Context: an optimization exercise on an open-source flow, tuned for a short achievable clock period and few clock cycles. The choices shown serve that exercise and are no tape-out recipe.
In this exercise RTL edits were held to simulation tests only and were not proved equivalent to the original.
Power is estimated from default activity; no workload was simulated.

==> indigo <==
==> flow/design.v (excerpt) <==
module mips(
    input clk,
    input reset,
    input [31:0] i_inst_rdata,
    input [31:0] m_data_rdata,
    output [31:0] i_inst_addr,
    output [31:0] m_data_addr,
    output [31:0] m_data_wdata,
    output m_data_we,
    output [31:0] m_inst_addr,
    output w_grf_we,
    output [4:0] w_grf_addr,
    output [31:0] w_grf_wdata,
    output [31:0] w_inst_addr
);
reg [31:0] pc;
reg [31:0] d_ir;
reg        d_kill;      
reg [31:0] d_pc;
reg [31:0] d_pcp4;
reg [31:0] d_pcp8;
reg [31:0] d_rsv;       
reg [31:0] d_rtv;
reg        d_rs_e, d_rs_m, d_rs_w, d_rs_x;    
reg        d_rt_e, d_rt_m, d_rt_w, d_rt_x;    
reg [31:0] e_a;
reg [31:0] e_b;         
reg [31:0] e_sd;
reg        e_sd_ld;     
reg        e_sub;
reg        e_or;
reg        e_beq;       
reg        e_load;
reg        e_store;
reg        e_we;
reg [4:0]  e_dest;
reg [31:0] e_pc;
reg [31:0] e_target;
reg [31:0] m_res;
reg [31:0] m_sd;
reg        m_load;
reg        m_store;
reg        m_we;
reg [4:0]  m_dest;
reg [31:0] m_pc;
reg [31:0] w_value;
reg        w_we;
reg [4:0]  w_dest;
reg [31:0] w_pc;
reg [31:0] x_value;     
reg [31:0] grf_regs [1:31];
wire [31:0] m_value = m_load ? m_data_rdata : m_res;
wire [31:0] e_res;
ALU ALU(.a(e_a), .b(e_b), .cin(e_sub), .or_mode(e_or), .s(e_res));
wire e_redirect = e_beq && (e_a == e_b);
wire [31:0] esd = e_sd_ld ? m_data_rdata : e_sd;
wire [5:0] d_op = d_ir[31:26];
wire [5:0] d_fn = d_ir[5:0];
wire [4:0] d_rs = d_ir[25:21];
wire [4:0] d_rt = d_ir[20:16];
wire [4:0] d_rd = d_ir[15:11];
wire [15:0] d_imm = d_ir[15:0];
wire d_ok = !d_kill;
wire d_rtype = d_ok && (d_op == 6'h00);
wire d_add = d_rtype && (d_fn == 6'h20);
  ...
==> flow/config.mk <==
export PLATFORM = sky130hd
export DESIGN_NAME = mips
export DESIGN_NICKNAME = mips
export VERILOG_FILES = /design/flow/design.v
export SDC_FILE = /design/flow/constraint.sdc
export NUM_CORES = 4
export LEC_CHECK = 0
export ABC_CLOCK_PERIOD_IN_PS = 2800
export CAP_MARGIN = 20
export CORE_MARGIN = 2
export CORE_UTILIZATION = 40
export GPL_TIMING_DRIVEN = 1
export SETUP_SLACK_MARGIN = 4.6
export SLEW_MARGIN = 20
==> flow/constraint.sdc <==
create_clock -name core_clock -period 7.5 [get_ports {clk}]
set_input_delay 1.5000 -clock core_clock [delete_from_list [all_inputs] [get_ports {clk}]]
set_output_delay 1.5000 -clock core_clock [all_outputs]
set_load 0.01 [all_outputs]
run.sh (not shown) runs the stock make flow with config.mk's settings and CLKGATE_MAP_FILE= SYNTH_SCRIPT=/design/flow/synth_recipe.tcl, a recipe that flattens the netlist after the stock synthesis.
==> lagoon (differences from indigo) <==
--- a/flow/design.v
+++ b/flow/design.v
@@ -69,25 +69,30 @@
 );
 reg [31:0] pc;
 reg [31:0] d_ir;
 reg        d_kill;      
 reg [31:0] d_pc;
 reg [31:0] d_pcp4;
 reg [31:0] d_pcp8;
+reg [31:0] d_btarget;   
 reg [31:0] d_rsv;       
 reg [31:0] d_rtv;
 reg        d_rs_e, d_rs_m, d_rs_w, d_rs_x;    
 reg        d_rt_e, d_rt_m, d_rt_w, d_rt_x;    
 reg [31:0] e_a;
-reg [31:0] e_b;         
+reg [31:0] e_b;
 reg [31:0] e_sd;
-reg        e_sd_ld;     
+reg        e_a_ld, e_a_alu, e_a_reg;
+reg        e_b_ldp, e_b_ldn, e_b_alup, e_b_alun, e_b_reg;
+reg        e_sd_ld, e_sd_alu, e_sd_reg;
 reg        e_sub;
 reg        e_or;
-reg        e_beq;       
+reg        e_beq_ld, e_beq_alu, e_beq_reg;   
+reg [31:0] e_cmp;
+reg        e_eq_pre;
 reg        e_load;
 reg        e_store;
 reg        e_we;
 reg [4:0]  e_dest;
 reg [31:0] e_pc;
 reg [31:0] e_target;
 reg [31:0] m_res;
@@ -100,18 +105,14 @@
 reg [31:0] w_value;
 reg        w_we;
 reg [4:0]  w_dest;
 reg [31:0] w_pc;
 reg [31:0] x_value;     
 reg [31:0] grf_regs [1:31];
 wire [31:0] m_value = m_load ? m_data_rdata : m_res;
-wire [31:0] e_res;
-ALU ALU(.a(e_a), .b(e_b), .cin(e_sub), .or_mode(e_or), .s(e_res));
-wire e_redirect = e_beq && (e_a == e_b);
-wire [31:0] esd = e_sd_ld ? m_data_rdata : e_sd;
 wire [5:0] d_op = d_ir[31:26];
 wire [5:0] d_fn = d_ir[5:0];
 wire [4:0] d_rs = d_ir[25:21];
 wire [4:0] d_rt = d_ir[20:16];
 wire [4:0] d_rd = d_ir[15:11];
 wire [15:0] d_imm = d_ir[15:0];
 wire d_ok = !d_kill;
@@ -126,39 +127,50 @@
 wire d_beq = d_ok && (d_op == 6'h04);
 wire d_j   = d_ok && (d_op == 6'h02);
 wire d_jal = d_ok && (d_op == 6'h03);
 wire d_we = d_add | d_sub | d_ori | d_lui | d_lw | d_jal;
 wire [4:0] d_dest = (d_add | d_sub) ? d_rd :
                     (d_ori | d_lui | d_lw) ? d_rt :
                     d_jal ? 5'd31 : 5'd0;
-wire [31:0] rs_val = d_rs_m ? m_value : d_rs_w ? w_value : d_rs_x ? x_value : d_rsv;
-wire [31:0] rt_val = d_rt_m ? m_value : d_rt_w ? w_value : d_rt_x ? x_value : d_rtv;
-wire d_use_rs = d_add | d_sub | d_ori | d_lw | d_sw | d_beq;    
-wire d_use_rt = d_add | d_sub | d_beq;                          
-wire d_beq_always = d_beq && (d_rs == d_rt);
-wire d_beq_cond = d_beq && (d_rs != d_rt);
-wire stall = (d_jr && d_rs_e) ||
-             (e_load && ((d_rs_e && d_use_rs) || (d_rt_e && d_use_rt)));
+wire rs_e = d_rs_e;
+wire rs_m = d_rs_m;
+wire rs_w = d_rs_w;
+wire rt_e = d_rt_e;
+wire rt_m = d_rt_m;
+wire rt_w = d_rt_w;
+wire rs_x = d_rs_x;
+wire rt_x = d_rt_x;
+wire [31:0] rs_val = rs_m ? m_value : rs_w ? w_value : rs_x ? x_value : d_rsv;
+wire [31:0] rt_val = rt_m ? m_value : rt_w ? w_value : rt_x ? x_value : d_rtv;
 wire [31:0] d_sext = {{16{d_imm[15]}}, d_imm};
-wire [31:0] d_btarget = d_pcp4 + {d_sext[29:0], 2'b00};
 wire [31:0] d_jtarget = {d_pcp4[31:28], d_ir[25:0], 2'b00};
+wire d_beq_always = d_beq && (d_rs == d_rt);
+wire d_beq_cond = d_beq && (d_rs != d_rt);
+wire stall = d_jr && rs_e;
+wire byp_a = rs_e && !(d_lui | d_jal);
+wire byp_b = rt_e && (d_add | d_sub | d_beq);
+wire byp_sd = rt_e && d_sw;
 wire d_redirect = d_j | d_jal | d_jr | d_beq_always;
 wire [31:0] d_target = d_jr ? rs_val : d_beq_always ? d_btarget : d_jtarget;
-wire [31:0] a_early = d_jal ? d_pcp8 : d_lui ? 32'd0 : rs_val;
-wire [31:0] b_early = d_add | d_beq ? rt_val :
-                      d_sub ? ~rt_val :
-                      d_ori ? {16'd0, d_imm} :
-                      d_lui ? {d_imm, 16'd0} :
-                      d_jal ? 32'd0 : d_sext;
-wire a_from_e = d_rs_e && !(d_lui | d_jal);
-wire b_from_e = d_rt_e && (d_add | d_sub | d_beq);
-wire sd_from_e = d_rt_e;
-wire [31:0] e_res_b = d_sub ? ~e_res : e_res;
+wire [31:0] ea = ({32{e_a_ld}} & m_data_rdata) | ({32{e_a_alu}} & m_res) |
+                 ({32{e_a_reg}} & e_a);
+wire [31:0] eb = ({32{e_b_ldp}} & m_data_rdata) | ({32{e_b_ldn}} & ~m_data_rdata) |
+                 ({32{e_b_alup}} & m_res) | ({32{e_b_alun}} & ~m_res) |
+                 ({32{e_b_reg}} & e_b);
+wire [31:0] esd = ({32{e_sd_ld}} & m_data_rdata) | ({32{e_sd_alu}} & m_res) |
+                  ({32{e_sd_reg}} & e_sd);
+wire [31:0] e_res;
+ALU ALU(.a(ea), .b(eb), .cin(e_sub), .or_mode(e_or), .s(e_res));
+wire e_eq_ld = (m_data_rdata == e_cmp);
+wire e_eq_alu = (m_res == e_cmp);
+wire e_redirect = (e_beq_ld && e_eq_ld) || (e_beq_alu && e_eq_alu) ||
+                  (e_beq_reg && e_eq_pre);
 wire [31:0] pc_p4 = pc + 32'd4;
 wire [31:0] pc_p8 = pc + 32'd8;
+wire [31:0] f_btarget = pc_p4 + {{14{i_inst_rdata[15]}}, i_inst_rdata[15:0], 2'b00};
 assign i_inst_addr = pc;
 wire [4:0] f_rs = i_inst_rdata[25:21];
 wire [4:0] f_rt = i_inst_rdata[20:16];
 wire f_rs_nz = (f_rs != 5'd0);
 wire f_rt_nz = (f_rt != 5'd0);
 wire [31:0] f_rsv = f_rs_nz ? grf_regs[f_rs] : 32'd0;
 wire [31:0] f_rtv = f_rt_nz ? grf_regs[f_rt] : 32'd0;
@@ -182,14 +194,15 @@
             pc <= d_redirect ? d_target : pc_p4;
         if (!stall) begin
             d_ir <= i_inst_rdata;
             d_kill <= e_redirect;
             d_pc <= pc;
             d_pcp4 <= pc_p4;
             d_pcp8 <= pc_p8;
+            d_btarget <= f_btarget;
             d_rsv <= f_rsv;
             d_rtv <= f_rtv;
             d_rs_e <= f_rs_nz && (f_rs == d_dest);
             d_rs_m <= f_rs_nz && (f_rs == e_dest);
             d_rs_w <= f_rs_nz && (f_rs == m_dest);
             d_rs_x <= f_rs_nz && (f_rs == w_dest);
             d_rt_e <= f_rt_nz && (f_rt == d_dest);
@@ -208,35 +221,65 @@
             d_rt_w <= d_rt_m;
             d_rt_x <= d_rt_w;
         end
     end
 end
 always @(posedge clk) begin
     if (reset || stall) begin
+        e_a_ld <= 1'b0;
+        e_a_alu <= 1'b0;
+        e_a_reg <= 1'b0;
+        e_b_ldp <= 1'b0;
+        e_b_ldn <= 1'b0;
+        e_b_alup <= 1'b0;
+        e_b_alun <= 1'b0;
+        e_b_reg <= 1'b0;
         e_sd_ld <= 1'b0;
+        e_sd_alu <= 1'b0;
+        e_sd_reg <= 1'b0;
         e_sub <= 1'b0;
         e_or <= 1'b0;
-        e_beq <= 1'b0;
+        e_beq_ld <= 1'b0;
+        e_beq_alu <= 1'b0;
+        e_beq_reg <= 1'b0;
         e_load <= 1'b0;
         e_store <= 1'b0;
         e_we <= 1'b0;
         e_dest <= 5'd0;
     end else begin
-        e_sd_ld <= sd_from_e && e_load;
+        e_a_ld <= byp_a && e_load;
+        e_a_alu <= byp_a && !e_load;
+        e_a_reg <= !byp_a;
+        e_b_ldp <= byp_b && e_load && !d_sub;
+        e_b_ldn <= byp_b && e_load && d_sub;
+        e_b_alup <= byp_b && !e_load && !d_sub;
+        e_b_alun <= byp_b && !e_load && d_sub;
+        e_b_reg <= !byp_b;
+        e_sd_ld <= byp_sd && e_load;
+        e_sd_alu <= byp_sd && !e_load;
+        e_sd_reg <= !byp_sd;
         e_sub <= d_sub;
         e_or <= d_ori | d_lui;
-        e_beq <= d_beq_cond;
+        e_beq_ld <= d_beq_cond && (rs_e || rt_e) && e_load;
+        e_beq_alu <= d_beq_cond && (rs_e || rt_e) && !e_load;
+        e_beq_reg <= d_beq_cond && !(rs_e || rt_e);
         e_load <= d_lw;
         e_store <= d_sw;
         e_we <= d_we;
         e_dest <= d_dest;
     end
-    e_a <= a_from_e ? e_res : a_early;
-    e_b <= b_from_e ? e_res_b : b_early;
-    e_sd <= sd_from_e ? e_res : rt_val;
+    e_a <= d_jal ? d_pcp8 : d_lui ? 32'd0 : rs_val;
+    e_b <= (d_add | d_beq) ? rt_val :
+           d_sub ? ~rt_val :
+           d_ori ? {16'd0, d_imm} :
+           d_lui ? {d_imm, 16'd0} :
+           d_jal ? 32'd0 : d_sext;
+    e_sd <= rt_val;
+    e_cmp <= rs_e ? rt_val : rs_val;
+    e_eq_pre <= (rs_val == rt_val);
     e_pc <= d_pc;
     e_target <= d_btarget;
 end
 always @(posedge clk) begin
     if (reset) begin
         m_load <= 1'b0;
         m_store <= 1'b0;
@@ -257,16 +300,16 @@
         w_we <= 1'b0;
         w_dest <= 5'd0;
     end else begin
         w_we <= m_we;
         w_dest <= m_dest;
     end
     w_value <= m_value;
-    w_pc <= m_pc;
     x_value <= w_value;
+    w_pc <= m_pc;
 end
 integer i;
 always @(posedge clk) begin
     if (reset) begin
         for (i = 1; i < 32; i = i + 1)
             grf_regs[i] <= 32'd0;
     end else if (w_dest != 5'd0) begin
- CORE_UTILIZATION: 40 -> 55
- PLACE_DENSITY: default -> 0.65
==> notes.md <==
                                                                    indigo      lagoon
Result of the run                          no timing/DRC/antenna violations  no timing/DRC/antenna violations
Last weighted congestion value of the routability-driven placer       0.968        1.04
Footprint of the multi-input gates                               37700 um^2  38200 um^2
Initial antenna violation count                                          40          33
Power drawn by the clock network                                  0.00901 W   0.00868 W
Met1 usage                                                            0.408       0.548
Fraction of the mapped netlist area in adder cells                   0.0149     0.00628
Clk latency of the worst-skew pair                                  0.86 ns     0.85 ns
Worst slew margin relative to its limit                               0.247       0.169
Critical path peak fanout                                                 5           4
Hold_sp                                                            e_pc[13]    e_pc[22]
Post-synthesis xor/xnor area fraction                                0.0191      0.0264
Layout buffering overhead excluding clock cells                      0.0961       0.104
Post-route non-filler standard cell count                              9622        9071
Sequential area share after synthesis                                 0.541       0.548
Initial drt markers                                                   10000       10400
Post-synthesis compound-gate area fraction                           0.0733      0.0691
Worst hold slack after final layout                                0.311 ns    0.322 ns
Final worst path period need                                        3.24 ns     3.60 ns
Number of enable flip-flop cells after synthesis                       1179        1183
TAP cells                                                              2688        2016
Share of cell area taken by muxes after synthesis                     0.197       0.192
Leakage power total                                                 38.2 nW     38.9 nW
Met3 demand-to-capacity share in global routing                       0.127       0.165
Testbench counts of indigo, summed over its fixed seeds: cycles 57,432.
Testbench counts of lagoon, summed over its fixed seeds: cycles 56,752.

-- static timing again, ports no longer ideal --
Ports are ideal in the flow. The routed layouts listed here were re-timed in OpenROAD. Step 1 sets driving cells, clkbuf_16 on the clock port and buf_2 on the other inputs (assumed; they add their load-dependent delay and slew). Step 2 also shifts input and output timing later by t, the mid clock arrival at the registers, as if the neighbouring blocks saw the same clock. Three values: ideal, step 1, step 2; two values: the first two.
| run | shift t [ns] | setup WS [ns] | slew at the worst register clock pin (ns) |
|---|---|---|---|
| indigo | 0.924 | 4.258 / 4.258 / 3.421 | 0.07 / 0.07 |
| lagoon | 0.911 | 3.898 / 3.925 / 3.020 | 0.07 / 0.07 |
After both steps setup and hold are still met in every run listed. The setup slack of lagoon, which loses most, moves by +0.027 ns with the drivers and by -0.878 ns with both steps.
